This design comes from an exercise in tuning for small area and a short achievable clock period on the open sky130 flow, not from production work.
Only simulation tests tie the RTL to the original design; equivalence was not proved.

==> design/flow/design.v <==
module Fetch(
    input clk,
    input reset,
    input [15:0] imem_data,
    output reg [15:0] instruction
);
    always @(posedge clk or posedge reset) begin
        if (reset) begin
            instruction <= 16'b0;
        end else begin
            instruction <= imem_data;
        end
    end
endmodule
module Decode(
    input [15:0] instruction,
    output reg [3:0] opcode,
    output reg [3:0] src_addr1,
    output reg [3:0] src_addr2,
    output reg [3:0] dest_addr,
    output reg [11:0] operand
);
    always @(*) begin
        opcode = instruction[15:12];
        src_addr1 = instruction[11:8];
        src_addr2 = instruction[7:4];
        dest_addr = instruction[3:0];
        operand = instruction[11:0];
    end
endmodule
module ALU(
    input [15:0] A,
    input [15:0] B,
    input [3:0] opcode,
    output reg [15:0] result,
    output reg N,
    output reg Z
);
    always @(*) begin
        N = 1'b0;
        Z = 1'b0;
        case(opcode)
            4'b0001: result = A + B;           
            4'b0010: result = A - B;           
            4'b0100: result = A * B;           
            4'b0101: result = (B == 16'b0) ? 16'hFFFF : A / B;   
            4'b0110: begin                     
                result = A - B;
                N = result[15];
                Z = (result == 0) ? 1 : 0;
            end
            default: result = 16'b0;
        endcase
    end
endmodule
module Execute(
    input [3:0] opcode,
    input [11:0] operand,
    input [15:0] read_data1,
    input [15:0] read_data2,
    output reg [15:0] result,
    output reg N,
    output reg Z
);
    wire [15:0] alu_result;
    wire alu_N, alu_Z;
    ALU alu(
        .A(read_data1),
        .B(read_data2),
        .opcode(opcode),
        .result(alu_result),
        .N(alu_N),
        .Z(alu_Z)
    );
    always @(*) begin
        N = 1'b0;
        Z = 1'b0;
        case(opcode)
            4'b0000: result = {4'b0, operand};  
            4'b0111: result = {4'b0, operand};  
            default: begin
                result = alu_result;
                N = alu_N;
                Z = alu_Z;
            end
        endcase
    end
endmodule
module RegisterFile(
    input clk,
    input reset,
    input write_enable,
    input [3:0] read_addr1,
    input [3:0] read_addr2,
    input [3:0] write_addr,
    input [15:0] write_data,
    output reg [15:0] read_data1,
    output reg [15:0] read_data2
);
    reg [15:0] registers [0:12];   
    integer i;
    always @(posedge clk or posedge reset) begin
        if (reset) begin
            for (i = 0; i < 13; i = i + 1) begin
                registers[i] <= 16'b0;
            end
        end else if (write_enable && write_addr < 4'd13) begin
            registers[write_addr] <= write_data;
        end
    end
    always @(*) begin
        read_data1 = (read_addr1 < 4'd13) ? registers[read_addr1] : 16'b0;
        read_data2 = (read_addr2 < 4'd13) ? registers[read_addr2] : 16'b0;
    end
endmodule
module CPU(
    input clk,
    input reset,
    output [15:0] imem_addr,
    input [15:0] imem_data,
    output rf_we,
    output [3:0] rf_waddr,
    output [15:0] rf_wdata,
    output flag_n,
    output flag_z
);
    reg [15:0] pc;
    wire [15:0] instruction;
    wire [3:0] opcode;
    wire [3:0] read_addr1, read_addr2, write_addr;
    wire [11:0] operand;
    wire [15:0] read_data1, read_data2;
    wire [15:0] result;
    wire N, Z;
    reg write_enable;
    reg [15:0] instruction_reg;
    reg [3:0] opcode_reg;
    reg [3:0] read_addr1_reg, read_addr2_reg, write_addr_reg;
    reg [11:0] operand_reg;
    reg [15:0] read_data1_reg, read_data2_reg;
    reg [15:0] result_reg;
    reg [3:0] write_addr_wb;
    reg N_reg, Z_reg;
    assign imem_addr = pc;
    assign rf_we = write_enable;
    assign rf_waddr = write_addr_wb;
    assign rf_wdata = result_reg;
    assign flag_n = N_reg;
    assign flag_z = Z_reg;
    Fetch fetch(.clk(clk), .reset(reset), .imem_data(imem_data), .instruction(instruction));
    Decode decode(.instruction(instruction_reg), .opcode(opcode), .src_addr1(read_addr1), .src_addr2(read_addr2), .dest_addr(write_addr), .operand(operand));
    Execute execute(.opcode(opcode_reg), .operand(operand_reg), .read_data1(read_data1_reg), .read_data2(read_data2_reg), .result(result), .N(N), .Z(Z));
    RegisterFile rf(.clk(clk), .reset(reset), .write_enable(write_enable), .read_addr1(read_addr1), .read_addr2(read_addr2), .write_addr(write_addr_wb), .write_data(result_reg), .read_data1(read_data1), .read_data2(read_data2));
    always @(posedge clk or posedge reset) begin
        if (reset) begin
            instruction_reg <= 16'b0;
        end else begin
            instruction_reg <= instruction;
        end
    end
    always @(posedge clk or posedge reset) begin
        if (reset) begin
            opcode_reg <= 4'b0;
            read_addr1_reg <= 4'b0;
            read_addr2_reg <= 4'b0;
            write_addr_reg <= 4'b0;
            operand_reg <= 12'b0;
            read_data1_reg <= 16'b0;
            read_data2_reg <= 16'b0;
        end else begin
            opcode_reg <= opcode;
            read_addr1_reg <= read_addr1;
            read_addr2_reg <= read_addr2;
            write_addr_reg <= write_addr;
            operand_reg <= operand;
            read_data1_reg <= read_data1;
            read_data2_reg <= read_data2;
        end
    end
    always @(posedge clk or posedge reset) begin
        if (reset) begin
            result_reg <= 16'b0;
            write_addr_wb <= 4'b0;
            N_reg <= 0;
            Z_reg <= 0;
        end else begin
            result_reg <= result;
            write_addr_wb <= write_addr_reg;
            if (opcode_reg == 4'b0110) begin   
                N_reg <= N;
                Z_reg <= Z;
            end
        end
    end
    always @(posedge clk or posedge reset) begin
        if (reset) begin
            pc <= 16'b0;
            write_enable <= 0;
        end else begin
            case(opcode_reg)
                4'b0000: begin   
                    write_enable <= 1;
                    pc <= pc + 1;
                end
                4'b0011: begin   
                    write_enable <= 1;
                    pc <= pc + 1;
                end
                4'b0111: begin   
                    pc <= result;
                    write_enable <= 0;
                end
                default: begin   
                    write_enable <= 1;
                    pc <= pc + 1;
                end
            endcase
        end
    end
endmodule
==> design/flow/run.sh <==
#!/bin/bash
# synth_recipe.tcl (not shown) runs the flow's synth.tcl, then flattens the netlist and writes it again
# the make line also repeats each setting of config.mk as NAME=value (left out here)
make -C /OpenROAD-flow-scripts/flow DESIGN_CONFIG=/design/flow/config.mk WORK_HOME=/design/flow/orfs CLKGATE_MAP_FILE= SYNTH_SCRIPT=/design/flow/synth_recipe.tcl finish
==> design/flow/config.mk <==
export PLATFORM = sky130hd
export DESIGN_NAME = CPU
export DESIGN_NICKNAME = CPU
export VERILOG_FILES = /design/flow/design.v
export SDC_FILE = /design/flow/constraint.sdc
export NUM_CORES = 4
export LEC_CHECK = 0
export CAP_MARGIN = 20
export CORE_MARGIN = 2
export CORE_UTILIZATION = 40
export SLEW_MARGIN = 20
==> design/flow/constraint.sdc <==
create_clock -name core_clock -period 27.0 [get_ports {clk}]
set_input_delay 5.4000 -clock core_clock [delete_from_list [all_inputs] [get_ports {clk}]]
set_output_delay 5.4000 -clock core_clock [all_outputs]
set_load 0.01 [all_outputs]
==> notes.md <==
[path summary, 6_finish.rpt]
kind / start / to / slack, ns
worst max-delay path: read_data2_reg[11]$_DFF_PP0_ / result_reg[0]$_DFF_PP0_ / 1.26
worst min-delay path: fetch.instruction[5]$_DFF_PP0_ / instruction_reg[5]$_DFF_PP0_ / 0.35
worst max register to register: read_data2_reg[11]$_DFF_PP0_ / result_reg[0]$_DFF_PP0_ / 1.26
worst min register to register: fetch.instruction[5]$_DFF_PP0_ / instruction_reg[5]$_DFF_PP0_ / 0.35
max in group asynchronous: reset / rf.registers[4][11]$_DFFE_PP0P_ / 19.27
min in group asynchronous: reset / pc[13]$_DFF_PP0_ / 5.35
[repair_timing]
action	CTS	global route
endpoints found under the setup margin	1	2
pin swaps	1	15
cloned	0	1
endpoints found under the hold margin	0	0
setup buffers	0	13
hold buffers	0	0
resized for setup	14	87
[critical path: cells and delay by family (launching register included)]
kind            cells  cell delay [ns]
mux                 4             1.39
compound gates     54            10.43
simple gates       33             6.59
flops               1             0.45
fa+ha+maj          15             4.83
buf+inv            12             1.91
[placed cells by master (no fill, tap or decap), drive strengths merged, types with 11 or more instances in the layout]
master and count:
a21o 35, inv 172, or3 20, nor4 11, a22o 35, xor2 50
nand2 207, nor3 73, a221oi 77, o21a 40, a31oi 17, buf 110
dfrtp 327, clkbuf 43, a21boi 12, nor3b 11, mux2i 12, mux2 242
clkdlybuf4s50 56, o221ai 11, nand3 67, nor2 188, a222oi 31, a22oi 70
a21oi 128, nand2b 25, o31ai 12, ha 219, o21ai 86, xnor2 82
o211ai 19, nand4 15, fa 82, nor2b 23, or2 14, and3 13
a211oi 15, and2 41
[final cells by class]
type | count | area [sq um] | share of cell area, %
Clock buffer | 43 | 901 | 3.02
Timing Repair Buffer | 166 | 1410 | 4.72
Clock inverter | 14 | 185 | 0.622
Tap cell | 855 | 1070 | 3.59
Inverter | 172 | 653 | 2.19
Antenna cell | 2 | 5.00 | 0.0168
Multi-Input combinational cell | 2090 | 17400 | 58.4
Sequential cell | 327 | 8190 | 27.5
[cells by family (layout without fill, tap and decap cells)]
| group | Yosys count | in the layout | synth area share [%] |
|---|---|---|---|
| AND/OR/NAND/NOR | 734 | 734 | 13.6 |
| other | 0 | 2 | 0 |
| AO/OA/AOI/OAI | 669 | 669 | 18.7 |
| flip-flops | 327 | 327 | 31.3 |
| buffers and inverters | 308 | 395 | 4.48 |
| multiplexers | 254 | 254 | 10.9 |
| XOR/XNOR | 132 | 132 | 4.42 |
| adder cells (fa/ha/maj) | 301 | 301 | 16.7 |
[metal layers]
metal | up-vias | share of wire (%)
met1 | 11400 | 40
met3 | 353 | 8.4
met4 | 0 | 5.7
met5 | - | 0
met2 | 1186 | 46
li1 | 10100 | -
[per-stage QoR]
stage	hold slack (ns)	std cells	area [sq um]	TNS [ns]
after global placement	0.333	3593	28200	0
after detailed placement	0.335	3594	28200	-0.561
after global routing	0.352	3667	29800	-0.0919
final	0.346	3669	29800	0
after floorplan	0.331	2725	26200	0
after CTS	0.347	3651	29300	0
==> impl_metrics.toml <==
[critical_path]
critPathKind = "flip-flop to flip-flop"
cpMaxStageDelayCell = "or4_1"
cpPeakStageDelay_ns = 0.54
required_ns = 27.46
crit_top_cell = "ha_1"
worstSetupEndpointType = "flip-flop"
cp-start-kind = "flip-flop"
arrival_ns = 26.20
cp_max_fo = 16
reg2regPathDepth = 118

[cts]
cts_buffers = 31
path_clk_slew_ns = 0.07
root_buffer = "clkbuf_16"
cts_tree = "done"
clk_latency_ns = 0.58
numClockSinks = 327
clockBufferDepth = 3
cts-htree-levels = 1

[timing]
drv_slew = 0
final.setup_skew_ns = 0.0112
fin_crit_sh_pct = 95.3
finalHoldViolCount = 0
finalCriticalPeriod_ns = 25.74
max_freq_ghz = 0.0389
final-setup-viol-count = 0
worstMarginPinSlew_ns = 1.28
layout_setup_ws_ns = 1.26
slew_headroom_pct = 14.3

[final_layout]
top_register = "rf.registers"
largest_reg_flops = 208
drive_above_1_share_pct = 19.7
layout.nets = 3107
syn_to_final_growth_pct = 13.8
n_fill_cell = 6124
utilization_pct = 46.1

[global_route]
grt_usage_pct = 27.2
top_usage_layer = "met2"
grt_overflow_total = 0
grt_max_degree = 117
grt_pass1_wl_microns = 142000
antenna_found_initial = 3
grtUsageMet1_pct = 34.5
grt_pass1_vias = 23400
gr-usage-met2_pct = 44.6
use_met3_pct = 4.75

[synth]
synthTopCellsByCount = "dfrtp_1 (327), mux2_2 (242), ha_1 (219)"
synthesis.nets = 3044
yosysWarnings = 7
netlist.top_cell.by_area = "dfrtp_1"
synth_seq_cells = 327
synth.top_cell.area_share_pct = 31.3
ys_types = 87
async_reset_ff_share_pct = 100
syn_area_sq_um = 26200
post_synth.cell_area_avg_sq_um = 9.60
synth.most_common_cell = "dfrtp_1"
seq_area_frac_synth_pct = 31.3
yosys-top-cells-area = "dfrtp_1 (31%), ha_1 (10%), mux2_2 (10%)"
synth_ff_type = "dfrtp_1"
synth_edf_count = 0
syn_inst = 2725

[drt]
num_vias = 23000
drt-initial-drc-count = 2558
postRouteAntennaNets = 0
drc_errors = 0
wire_per_inst_microns = 25.3
via_per_inst = 6.27
firstDrtPassIters = 9
routed_wl_microns = 92800

[floorplanning]
fp.dieW_microns = 260
start_util_pct = 40.5
design.die.area_sq_um = 67500
io-pin-count = 57
fp-row-count = 93
die_height_microns = 260
core_area_sq_um = 64600

[placement]
portBuffers = 56
hpwlAfterDp_microns = 64500
placement.setup.worst_slack_ns = -0.561
globalplace.congestion = 0.942

[run_status]
status = "timing/DRC/antenna clean"

[min_path]
hold_depth = 0
hold_class = "flip-flop to flip-flop"

[flow_run]
maxCapViolCount = 0

-- static timing again, ports no longer ideal --
The flow's constraints put no driver on any port. The routed layout listed below was extracted and timed again, unchanged, in two steps.
Step 1: set_driving_cell puts a clkbuf_16 on clk and a buf_2 on each other input, an assumption about the parent block.
Step 2 also shifts input and output timing later by t, the mid clock arrival at the registers, as if the neighbouring blocks saw the same clock.
Slacks: ideal / step 1 / step 2; pairs: ideal / step 1.
t, ns: 0.623
setup WS [ns]: 1.263 / 1.263 / 1.263
hold slack, ns: 0.346 / 0.346 / 0.346
worst setup path at the end: register to register
cell pins on the clock port's net: 1
After both steps setup and hold are still met in this run. For this run, drivers alone change the setup slack by 0.000 ns; drivers and shift together by 0.000 ns.
